Context: an optimization exercise on an open-source flow, tuned for small area, a short achievable clock period and few clock cycles. The choices shown serve that exercise and are no tape-out recipe. Where RTL was checked, it was by simulation tests only, not by an equivalence proof against the original. The clock input has no modelled driver; a real chip could not lean on it and would need a root buffer or a full tree. Power is estimated from default activity; no workload was simulated.

build 37:
// conversion
module conversion(
	ready,postfix,
	clk,reset,load,infix
);
input clk, reset, load;
input [7:0] infix;
output ready;
output [7:0] postfix;
localparam QN = 29;           
reg       c_dig, c_opn, c_cls, c_hi, c_pa, c_hp;
reg [3:0] nib;
wire [3:0] in_n = infix[3:0];
wire       ld   = load & ~reset;
always @(posedge clk) begin
	c_dig <= ld &  infix[4];
	c_opn <= ld & ~infix[4] & ~in_n[2] & ~in_n[1] & ~in_n[0];           
	c_cls <= ld & ~infix[4] & ~in_n[2] & ~in_n[1] &  in_n[0];           
	c_hi  <= ld & ~infix[4] &  in_n[1] & ~(in_n[0] ^ in_n[2]);          
	c_pa  <= ld & ~infix[4] & ~(in_n[2] & in_n[1]) & in_n[0];           
	c_hp  <= ld & ~infix[4] & (in_n[1] | in_n[0]);                      
	nib   <= in_n;
end
wire iv   = c_dig | c_opn | c_hi | c_pa;
reg  rst_r;
always @(posedge clk) rst_r <= reset;
wire c_lo = c_pa & ~c_cls;
reg        lv, lo, hv, ho;
reg [3:0]  hl, hh;            
reg        p;                 
reg [6:0]  so;                
reg        snd, rdy, hd;
reg [3:0]  h;
reg [3:0]  q [1:QN+1];
wire [3:0] hi_n = {1'b1, ho, 1'b1, ho};
wire [3:0] lo_n = {1'b1, lo, ~lo, 1'b1};
wire       n1   = c_dig | (hv & c_hp) | (lv & c_pa);             
wire       n2   = c_pa & hv & lv;                                
wire [3:0] curv = {lv, lo, hv, ho};
wire       e_nib = ~p & c_dig;
wire       e_hi  = ~p & ~c_dig & hv;
wire       e_lo  = p | (~c_dig & ~hv);
wire       o_nib =  p & c_dig;
wire       o_hi  =  p & ~c_dig & hv;
wire       o_lo  = ~p | (~c_dig & ~hv);
wire [3:0] bus_e = ({4{e_nib}} & nib) | ({4{e_hi}} & hi_n) | ({4{e_lo}} & lo_n);
wire [3:0] bus_o = ({4{o_nib}} & nib) | ({4{o_hi}} & hi_n) | ({4{o_lo}} & lo_n);
wire [3:0] bus_es = c_opn ? curv : bus_e;
wire [3:0] bus_os = c_opn ? curv : bus_o;
wire [3:0] top = ({4{so[1]}} & ~q[29]) | ({4{so[2]}} & q[28]) |
  ...
export LEC_CHECK = 0
export CAP_MARGIN = 20
export CORE_MARGIN = 2
export CORE_UTILIZATION = 40
export SETUP_SLACK_MARGIN = 3.05
export SLEW_MARGIN = 20
export TNS_END_PERCENT = 0
create_clock -name core_clock -period 4.5 [get_ports {clk}]
standard.sh (not shown) runs the stock make flow with config.mk's settings and CLKGATE_MAP_FILE= SYNTH_SCRIPT=/design/flow/synth_recipe.tcl, a recipe that flattens the netlist after the stock synthesis.
==> flow/flow/run.sh <==
#!/bin/bash
# Standard ORFS flow, except that the clock tree is built by flow/cts.tcl.
set -euo pipefail
# port buffers: plain buf_2 instead of the delay cell buffer_ports picks
export BUFFER_PORTS_ARGS="-buffer_cell sky130_fd_sc_hd__buf_2"
R=orfs/results/$FLOW_PLATFORM/conversion/base
bash standard.sh place > flow_place.log 2>&1
RES=$R TNS=0 SETUP_MARGIN=3.05 NROOT=4 NLEAF=2 ROOTBUF=sky130_fd_sc_hd__buf_16 LEAFBUF=sky130_fd_sc_hd__buf_16 \
	openroad -exit -no_init -threads $NUM_CORES flow/cts.tcl > flow_cts.log 2>&1
bash standard.sh finish > flow_finish.log 2>&1
==> flow/flow/cts.tcl <==
# Clock tree step in place of ORFS's TritonCTS: a shallow balanced tree built
# by tree.tcl (NROOT buffers on the clock port, NLEAF leaf buffers under
# each), then the same timing repair and legalisation as ORFS's cts step.
set R $::env(RES)
set margin $::env(SETUP_MARGIN)
read_liberty $::env(FLOW_HOME)/platforms/sky130hd/lib/sky130_fd_sc_hd__tt_025C_1v80.lib
read_db $R/3_place.odb
read_sdc $R/3_place.sdc
source $::env(FLOW_HOME)/platforms/sky130hd/setRC.tcl
set_dont_use [get_lib_cells {sky130_fd_sc_hd__probe_p_8 sky130_fd_sc_hd__probec_p_8 sky130_fd_sc_hd__lpflow_*}]
source [file join [file dirname [info script]] tree.tcl]
build_tree $::env(NROOT) $::env(NLEAF) $::env(ROOTBUF) $::env(LEAFBUF)
detailed_placement
estimate_parasitics -placement
set_propagated_clock [all_clocks]
report_clock_latency
repair_timing -setup_margin $margin -repair_tns $::env(TNS) -verbose
detailed_placement
check_placement -verbose
estimate_parasitics -placement
report_clock_latency
report_worst_slack -max
report_worst_slack -min
write_db $R/4_1_cts.odb
write_sdc -no_timestamp $R/4_cts.sdc
==> flow/flow/tree.tcl <==
# One- or two-level clock tree, built by hand: the clock port drives NROOT
# buffers; each drives NLEAF leaf buffers (or, with NLEAF 0, the flip-flops
# directly). Flip-flops are split into equal groups by recursive bisection
# of their locations, alternating x and y, so the leaves see equal loads.
proc bisect { items k axis } {
  if {$k <= 1} { return [list $items] }
  set items [lsort -integer -index $axis $items]
  set n [llength $items]
  set k1 [expr {$k / 2}]
  set n1 [expr {($n * $k1 + $k / 2) / $k}]
  set other [expr {$axis == 1 ? 2 : 1}]
  return [concat [bisect [lrange $items 0 [expr {$n1 - 1}]] $k1 $other] \
                 [bisect [lrange $items $n1 end] [expr {$k - $k1}] $other]]
}

proc centre { items } {
  set sx 0; set sy 0
  foreach s $items { incr sx [lindex $s 1]; incr sy [lindex $s 2] }
  set n [llength $items]
  return [list [expr {$sx / $n}] [expr {$sy / $n}]]
}

proc add_buf { name master innet xy } {
  set block [ord::get_db_block]
  set inst [odb::dbInst_create $block $master $name]
  set net [odb::dbNet_create $block "${name}_net"]
  $net setSigType CLOCK
  [$inst findITerm A] connect $innet
  [$inst findITerm X] connect $net
  $inst setLocation [expr {[lindex $xy 0] - [$master getWidth] / 2}] \
                    [expr {[lindex $xy 1] - [$master getHeight] / 2}]
  $inst setPlacementStatus PLACED
  return $net
}

proc build_tree { nroot nleaf root_master leaf_master } {
  set block [ord::get_db_block]
  set db [ord::get_db]
  set rm [$db findMaster $root_master]
  set lm [$db findMaster $leaf_master]
  set clk [$block findNet clk]
  set sinks {}
  foreach it [$clk getITerms] {
    set box [[$it getInst] getBBox]
    lappend sinks [list $it [expr {([$box xMin] + [$box xMax]) / 2}] [expr {([$box yMin] + [$box yMax]) / 2}]]
  }
  set roots [bisect $sinks $nroot 1]
  set r 0
  foreach rg $roots {
    set rnet [add_buf "clkroot_$r" $rm $clk [centre $rg]]
    if {$nleaf == 0} {
      foreach s $rg { set it [lindex $s 0]; $it disconnect; $it connect $rnet }
      puts "root $r: [llength $rg] sinks"
    } else {
      set l 0
      foreach lg [bisect $rg $nleaf 2] {
        set lnet [add_buf "clkleaf_${r}_$l" $lm $rnet [centre $lg]]
        foreach s $lg { set it [lindex $s 0]; $it disconnect; $it connect $lnet }
        puts "leaf $r $l: [llength $lg] sinks"
        incr l
      }
    }
    incr r
  }
}
Build 37 completed every stage of the flow, and the final layout passed the timing, design-rule and antenna checks.
Testbench counts of build 37, summed over its fixed seeds: cycles 5,210.
### build 37 -> build 79
diff --git a/flow/flow/run.sh b/flow/flow/run.sh
--- a/flow/flow/run.sh
+++ b/flow/flow/run.sh
@@ -8 +8 @@
-RES=$R TNS=0 SETUP_MARGIN=3.05 NROOT=4 NLEAF=2 ROOTBUF=sky130_fd_sc_hd__buf_16 LEAFBUF=sky130_fd_sc_hd__buf_16 \
+RES=$R SETUP_MARGIN=2.85 NROOT=4 NLEAF=3 ROOTBUF=sky130_fd_sc_hd__buf_12 LEAFBUF=sky130_fd_sc_hd__buf_6 \
diff --git a/flow/flow/cts.tcl b/flow/flow/cts.tcl
--- a/flow/flow/cts.tcl
+++ b/flow/flow/cts.tcl
@@ -17 +17 @@
-repair_timing -setup_margin $margin -repair_tns $::env(TNS) -verbose
+repair_timing -setup_margin $margin -verbose
diff --git a/flow/config.mk b/flow/config.mk
--- a/flow/config.mk
+++ b/flow/config.mk
@@ -11 +11 @@
-export SETUP_SLACK_MARGIN = 3.05
+export SETUP_SLACK_MARGIN = 2.85
@@ -13 +12,0 @@
-export TNS_END_PERCENT = 0
## What came out
Compared with build 37, in build 79 post-layout worst setup margin shrank by 39 ps, area of all sequential standard cells saw little to no change.
As of build 79, combinational power had risen by a little under 10% compared to build 37.
Compared with build 37, build 79 shows leakage power that has gone up slightly.
For the combinational share of power, build 79 came in 2.4 points higher than build 37 did.
Total power (build 79 over build 37): decrease, about 7%
For build 80, these inputs were changed with respect to build 79:
diff --git a/flow/flow/run.sh b/flow/flow/run.sh
--- a/flow/flow/run.sh
+++ b/flow/flow/run.sh
@@ -8 +8 @@
-RES=$R SETUP_MARGIN=2.85 NROOT=4 NLEAF=3 ROOTBUF=sky130_fd_sc_hd__buf_12 LEAFBUF=sky130_fd_sc_hd__buf_6 \
+RES=$R SETUP_MARGIN=2.85 NROOT=4 NLEAF=3 ROOTBUF=sky130_fd_sc_hd__buf_16 LEAFBUF=sky130_fd_sc_hd__buf_8 \
==> run notes <==
- Clock network fraction of total power: higher on build 80
- On multi-input logic portion of the cell area: build 80 sits below build 79.
- Average detailed-routed wire length per instance: build 80 vs build 79 — no meaningful difference
- There was hardly any difference in via count between build 79 and build 80.
- | critical path depth | build 80 vs build 79 | 3 lower |
#### Input delta (build 97 over build 80)
diff --git a/flow/flow/run.sh b/flow/flow/run.sh
--- a/flow/flow/run.sh
+++ b/flow/flow/run.sh
@@ -8 +8 @@
-RES=$R SETUP_MARGIN=2.85 NROOT=4 NLEAF=3 ROOTBUF=sky130_fd_sc_hd__buf_16 LEAFBUF=sky130_fd_sc_hd__buf_8 \
+RES=$R SETUP_MARGIN=2.85 NROOT=4 NLEAF=2 ROOTBUF=sky130_fd_sc_hd__buf_16 LEAFBUF=sky130_fd_sc_hd__buf_12 \
### Flow results
Required time at the endpoint of the critical path: build 97 vs build 80 down 100 ps. Delta (build 97 minus build 80): share of power burned in the clock network -0.7 points, design internal power decreased about 0.7%, area added between synthesis and finish decreased by 1.5 points relative to the old numbers.
No run of this note takes its clock network from TritonCTS; it comes from the design's own scripts or RTL.

Setup of old:
The RTL this note starts from:
==> flow/design.v <==
`timescale 1ns / 1ps
module conversion(
	ready,postfix,
	clk,reset,load,infix
);
input clk, reset, load;
input [7:0] infix;
output ready;
output [7:0] postfix;
localparam QN = 29;           
reg       iv, c_dig, c_opn, c_cls, c_hi, c_lo, c_pa;
reg [3:0] nib;
wire [3:0] in_n = infix[3:0];
always @(posedge clk) begin
	iv    <= load & ~reset;
	c_dig <= load & ~reset & infix[4];
	c_opn <= load & ~reset & ~infix[4] & ~in_n[2] & ~in_n[1] & ~in_n[0];
	c_cls <= load & ~reset & ~infix[4] & ~in_n[2] & ~in_n[1] &  in_n[0];
	c_hi  <= load & ~reset & ~infix[4] &  in_n[1] & ~(in_n[0] ^ in_n[2]);
	c_lo  <= load & ~reset & ~infix[4] &  (in_n[2] ^ in_n[1]) & in_n[0];
	c_pa  <= load & ~reset & ~infix[4] &  ~(in_n[2] & in_n[1]) & in_n[0];
	nib   <= in_n;
end
reg        lv, lo, hv, ho;
reg [4:0]  wp;                
reg [2:0]  sp;                
reg        snd, rdy, hd;
reg [3:0]  h;
reg [3:0]  q [1:QN+1];
wire [3:0] hi_n = {1'b1, ho, 1'b1, ho};
wire [3:0] lo_n = {1'b1, lo, ~lo, 1'b1};
wire       pa   = c_pa;                              
wire       n1   = c_dig | (hv & (c_hi | pa)) | (lv & pa);
wire       n2   = pa & hv & lv;
wire [3:0] wd0  = c_dig ? nib : (hv ? hi_n : lo_n);
wire [3:0] wd1  = lo_n;
wire [3:0] curv = {lv, lo, hv, ho};
wire [3:0] bus_e = c_opn ? curv : (wp[0] ? wd1 : wd0);
wire [3:0] bus_o = c_opn ? curv : (wp[0] ? wd0 : wd1);
reg  [3:0] top;
always @(*)
	case (sp)
	3'd1: top = q[29];
	3'd2: top = q[28];
	3'd3: top = q[27];
	3'd4: top = q[26];
	3'd5: top = q[25];
	default: top = q[24];
	endcase
wire [31:0] dw = 32'd1 << wp;       
wire [7:0]  ds = 8'd1 << sp;        
wire       more = (wp > 5'd1);
wire [4:0] wp_p1 = wp + 5'd1;
wire [4:0] wp_p2 = wp + 5'd2;
wire [4:0] wp_m1 = wp - 5'd1;
wire       done  = snd & ~more & ~hv & ~lv;
always @(posedge clk)
	if (reset | done)       wp <= 5'd0;
	else if (snd) begin
		if (more)           wp <= wp_m1;
	end
	else if (n2)            wp <= wp_p2;
	else if (n1)            wp <= wp_p1;
always @(*) q[QN+1] = bus_o;
genvar i;
generate for (i = 1; i <= QN; i = i + 1) begin : g_q
	wire we = (n1 & dw[i]) | (n2 & dw[i-1]) |
	          ((QN - i < 8) ? (c_opn & ds[(QN - i) % 8]) : 1'b0);
	always @(posedge clk)
		if (snd)      q[i] <= q[i+1];
		else if (we)  q[i] <= (i % 2 == 0) ? bus_e : bus_o;
end endgenerate
always @(posedge clk) begin
	if (reset) begin
		sp  <= 3'd0;
		lv  <= 1'b0;
		hv  <= 1'b0;
		snd <= 1'b0;
		rdy <= 1'b0;
	end
	else if (snd) begin
		if (more) begin
			h  <= q[1];
			hd <= ~(q[1][3] & (q[1][2] | q[1][1]));
		end
		else if (hv) begin
			h  <= hi_n;
			hd <= 1'b0;
			hv <= 1'b0;
		end
		else if (lv) begin
			h  <= lo_n;
			hd <= 1'b0;
			lv <= 1'b0;
		end
		else begin
			snd <= 1'b0;
			rdy <= 1'b0;
		end
	end
	else begin
		if (c_dig && wp == 5'd0) begin
			h  <= nib;
			hd <= 1'b1;
		end
		if (c_opn) begin
			sp <= sp + 3'd1;
			lv <= 1'b0;
			hv <= 1'b0;
		end
		else if (c_cls) begin
			sp <= sp - 3'd1;
			{lv, lo, hv, ho} <= top;
		end
		else if (c_hi) begin
			hv <= 1'b1;
			ho <= nib[2];
		end
		else if (c_lo) begin
			lv <= 1'b1;
			lo <= nib[2];
			hv <= 1'b0;
		end
		if (iv && !load) begin
			snd <= 1'b1;
			rdy <= 1'b1;
		end
	end
end
assign ready   = rdy;
assign postfix = {3'b001, hd, h};
endmodule
make LEC_CHECK=0 ABC_CLOCK_PERIOD_IN_PS=1900 CAP_MARGIN=20 CORE_MARGIN=2 CORE_UTILIZATION=40 CTS_CLUSTER_DIAMETER=200 CTS_CLUSTER_SIZE=40 SETUP_SLACK_MARGIN=2.6 SLEW_MARGIN=20 finish   # period 4.5 ns
run.sh (not shown) runs the stock make flow with config.mk's settings and CLKGATE_MAP_FILE= SYNTH_SCRIPT=/design/flow/synth_recipe.tcl, a recipe that flattens the netlist after the stock synthesis.
Stock flow here: none of the scripts above is used.
Both conditions hold for old: the flow ran to the end and the final layout passed the timing, design-rule and antenna checks.
What new does differently from old at the input level:
# old
export LEC_CHECK = 0
export ABC_CLOCK_PERIOD_IN_PS = 1900
export CAP_MARGIN = 20
export CORE_MARGIN = 2
export CORE_UTILIZATION = 40
export CTS_CLUSTER_DIAMETER = 200
export CTS_CLUSTER_SIZE = 40
export SETUP_SLACK_MARGIN = 2.6
export SLEW_MARGIN = 20
create_clock -name core_clock -period 4.5 [get_ports {clk}]
# new
export LEC_CHECK = 0
export ABC_CLOCK_PERIOD_IN_PS = 1900
export CAP_MARGIN = 20
export CORE_MARGIN = 2
export CORE_UTILIZATION = 40
export SETUP_SLACK_MARGIN = 2.6
export SLEW_MARGIN = 20
create_clock -name core_clock -period 4.5 [get_ports {clk}]
Notes after the runs:
- Re clock buffer count from CTS: no difference whatsoever between old and new.
- Routed wire length on met2: old vs new — no meaningful difference
- old -> new: global-route usage over all layers flat
- Status: count of multi-input gates parity (new, old)
- Re non-clock buffer count: no difference whatsoever between new and old.
- Wire length came out exactly the same in new and old.
- As far as xor-xnor portion of the synthesized cell area goes, old and new are indistinguishable; the numbers are identical.
- Between old and new, the final worst slack figures differ only marginally.
- The non-filler instance count after layout on old is in line with that on new.
Function was not checked in any run of this note: the RTL went through the layout flow alone.

## job 4259
conversion, a different RTL version from the one above (not shown whole).
Size: roughly 600 cells after synthesis, ~150 flip-flops, about 20 I/O pins.
==> flow/config.mk <==
export PLATFORM = sky130hd
export DESIGN_NAME = conversion
export DESIGN_NICKNAME = conversion
export VERILOG_FILES = /design/flow/design.v
export SDC_FILE = /design/flow/constraint.sdc
export NUM_CORES = 4
export LEC_CHECK = 0
export CAP_MARGIN = 20
export CORE_MARGIN = 2
export CORE_UTILIZATION = 65
export SETUP_SLACK_MARGIN = 2.85
export SLEW_MARGIN = 20
==> flow/constraint.sdc <==
create_clock -name core_clock -period 4.5 [get_ports {clk}]
set_input_delay 0.9000 -clock core_clock [delete_from_list [all_inputs] [get_ports {clk}]]
set_output_delay 0.9000 -clock core_clock [all_outputs]
set_load 0.01 [all_outputs]
standard.sh (not shown) runs the stock make flow with config.mk's settings and CLKGATE_MAP_FILE= SYNTH_SCRIPT=/design/flow/synth_recipe.tcl, a recipe that flattens the netlist after the stock synthesis.
==> flow/flow/run.sh <==
#!/bin/bash
# Standard ORFS flow, except that the clock tree is built by flow/cts.tcl.
set -euo pipefail
# port buffers: plain buf_2 instead of the delay cell buffer_ports picks
export BUFFER_PORTS_ARGS="-buffer_cell sky130_fd_sc_hd__buf_2"
R=orfs/results/$FLOW_PLATFORM/conversion/base
bash standard.sh place > flow_place.log 2>&1
RES=$R SETUP_MARGIN=2.85 NROOT=4 NLEAF=3 ROOTBUF=sky130_fd_sc_hd__buf_12 LEAFBUF=sky130_fd_sc_hd__buf_6 \
	openroad -exit -no_init -threads $NUM_CORES flow/cts.tcl > flow_cts.log 2>&1
bash standard.sh finish > flow_finish.log 2>&1
==> flow/flow/cts.tcl <==
# Clock tree step in place of ORFS's TritonCTS: a shallow balanced tree built
# by tree.tcl (NROOT buffers on the clock port, NLEAF leaf buffers under
# each), then the same timing repair and legalisation as ORFS's cts step.
set R $::env(RES)
set margin $::env(SETUP_MARGIN)
read_liberty $::env(FLOW_HOME)/platforms/sky130hd/lib/sky130_fd_sc_hd__tt_025C_1v80.lib
read_db $R/3_place.odb
read_sdc $R/3_place.sdc
source $::env(FLOW_HOME)/platforms/sky130hd/setRC.tcl
set_dont_use [get_lib_cells {sky130_fd_sc_hd__probe_p_8 sky130_fd_sc_hd__probec_p_8 sky130_fd_sc_hd__lpflow_*}]
source [file join [file dirname [info script]] tree.tcl]
build_tree $::env(NROOT) $::env(NLEAF) $::env(ROOTBUF) $::env(LEAFBUF)
detailed_placement
estimate_parasitics -placement
set_propagated_clock [all_clocks]
report_clock_latency
repair_timing -setup_margin $margin -verbose
detailed_placement
check_placement -verbose
estimate_parasitics -placement
report_clock_latency
report_worst_slack -max
report_worst_slack -min
write_db $R/4_1_cts.odb
write_sdc -no_timestamp $R/4_cts.sdc
Scripts as last shown in full above: flow/flow/tree.tcl
The following lists how job 5852 was set up differently from job 4259:
diff --git a/flow/config.mk b/flow/config.mk
--- a/flow/config.mk
+++ b/flow/config.mk
@@ -10 +10 @@
-export CORE_UTILIZATION = 65
+export CORE_UTILIZATION = 40
==> run notes <==
Compared with job 4259, in job 5852 switching power share of the total grew by 0.25 points; per-cell routed wire length shows a reduction of 1.2 um; wire length the detailed router placed on met1 now sits higher; first-iteration DRC count fell 29.
The launch point of the critical path comes out ho in one run and hd in the other, namely in job 4259 and job 5852 respectively.
Reported for job 5852 and job 4259, area fraction in compound gates after synthesis turned out identical to the last digit.
Going from job 4259 to job 5852, the share of total power in combinational logic was found to have gone up by 0.2 points.
From job 4259 to job 5852 the numbers moved as follows: total length of routed met2 wires now sits higher, area of all sequential standard cells now sits at about the same level, final hold slack now sits higher.
Path type of the worst setup path = reg -> out: job 5852; path type of the worst setup path = reg -> reg: job 4259
Job 5852 ends up with a post-place setup slack that is 0.095 ns lower than in job 4259.
#### Input delta (job 9154 over job 5852)
diff --git a/flow/config.mk b/flow/config.mk
--- a/flow/config.mk
+++ b/flow/config.mk
@@ -10 +10 @@
-export CORE_UTILIZATION = 40
+export CORE_UTILIZATION = 55
==> run notes <==
Job 9154 went all the way through synthesis, placement and routing and the layout is clean on timing, DRC and antenna. Job 5852 was carried through to the last stage, and its layout satisfied the timing, design-rule and antenna checks. Number of cells after detailed placement: job 9154 and job 5852 compared, lower one is job 9154. For clock power, job 9154 and job 5852 come out practically identical. Job 9154 reports a lower final critical-path setup slack than job 5852 does. Part of the total power dissipated in sequential elements, job 9154 and job 5852: larger value in job 5852. Going from job 5852 to job 9154, the slew of the pin with the lowest slew margin was found to have gone up by 0.032 ns. Looking at capturing instance or port of the critical path, the q[20][1] result is from job 9154; the postfix[4] one comes from job 5852.
> inputs changed (job 9154 -> job 5139)
diff --git a/flow/flow/run.sh b/flow/flow/run.sh
--- a/flow/flow/run.sh
+++ b/flow/flow/run.sh
@@ -8 +8 @@
-RES=$R SETUP_MARGIN=2.85 NROOT=4 NLEAF=3 ROOTBUF=sky130_fd_sc_hd__buf_12 LEAFBUF=sky130_fd_sc_hd__buf_6 \
+RES=$R SETUP_MARGIN=2.95 NROOT=4 NLEAF=3 ROOTBUF=sky130_fd_sc_hd__buf_12 LEAFBUF=sky130_fd_sc_hd__buf_6 \
diff --git a/flow/config.mk b/flow/config.mk
--- a/flow/config.mk
+++ b/flow/config.mk
@@ -10,2 +10,2 @@
-export CORE_UTILIZATION = 55
-export SETUP_SLACK_MARGIN = 2.85
+export CORE_UTILIZATION = 40
+export SETUP_SLACK_MARGIN = 2.95
Results
[diff] design area, job 5139 relative to job 9154: regression
Delta (job 5139 minus job 9154): worst hold slack after final layout shows an increase of 0.038 ns; fraction of standard cell area in multi-input logic shows no meaningful change; number of cells on the critical path shows a reduction of 1; starting utilization of the core area shows a reduction of 15 points.
Number of signal-net inverters in the final layout ended up 1 higher on job 5139 than on job 9154.
Job 9154 -> job 5139: total power increased slightly
Function was not checked in any run of this note: the RTL went through the layout flow alone. In every run of this note, the design's own scripts or RTL, not TritonCTS, make the clock network.

port drivers added, routing unchanged:
The results above use ideal ports. As a check the final layouts listed here were re-extracted and re-timed, cells and wires unchanged. Step 1 assumes that a clkbuf_16 drives the clock port and a buf_2 every other input. Step 2, shift: input delay + t, output delay - t, t = (earliest + latest rising clock arrival at the registers) / 2. This alone moves slack from input paths to output paths. a / b / c = ideal ports / drivers / drivers and shift; a / b = the first two.
| run | t, ns | setup slack, ns | worst slew at a driven data input, ns |
|---|---|---|---|
| build 37 | 0.349 | 2.879 / 2.765 / 2.900 | 0.03 |
| build 79 | 0.323 | 2.840 / 2.800 / 2.729 | 0.03 |
| build 80 | 0.338 | 2.861 / 2.790 / 2.725 | 0.03 |
| build 97 | 0.335 | 2.855 / 2.793 / 2.731 | 0.03 |
| old | 0.463 | 2.651 / 2.618 / 2.347 | 0.03 |
| new | 0.463 | 2.651 / 2.618 / 2.347 | 0.03 |
| job 4259 | 0.316 | 2.787 / 2.746 / 2.648 | 0.03 |
| job 5852 | 0.316 | 2.853 / 2.757 / 2.620 | 0.03 |
| job 9154 | 0.314 | 2.789 / 2.782 / 2.703 | 0.03 |
| job 5139 | 0.314 | 2.823 / 2.758 / 2.727 | 0.04 |
After both steps setup and hold are still met in every run listed.
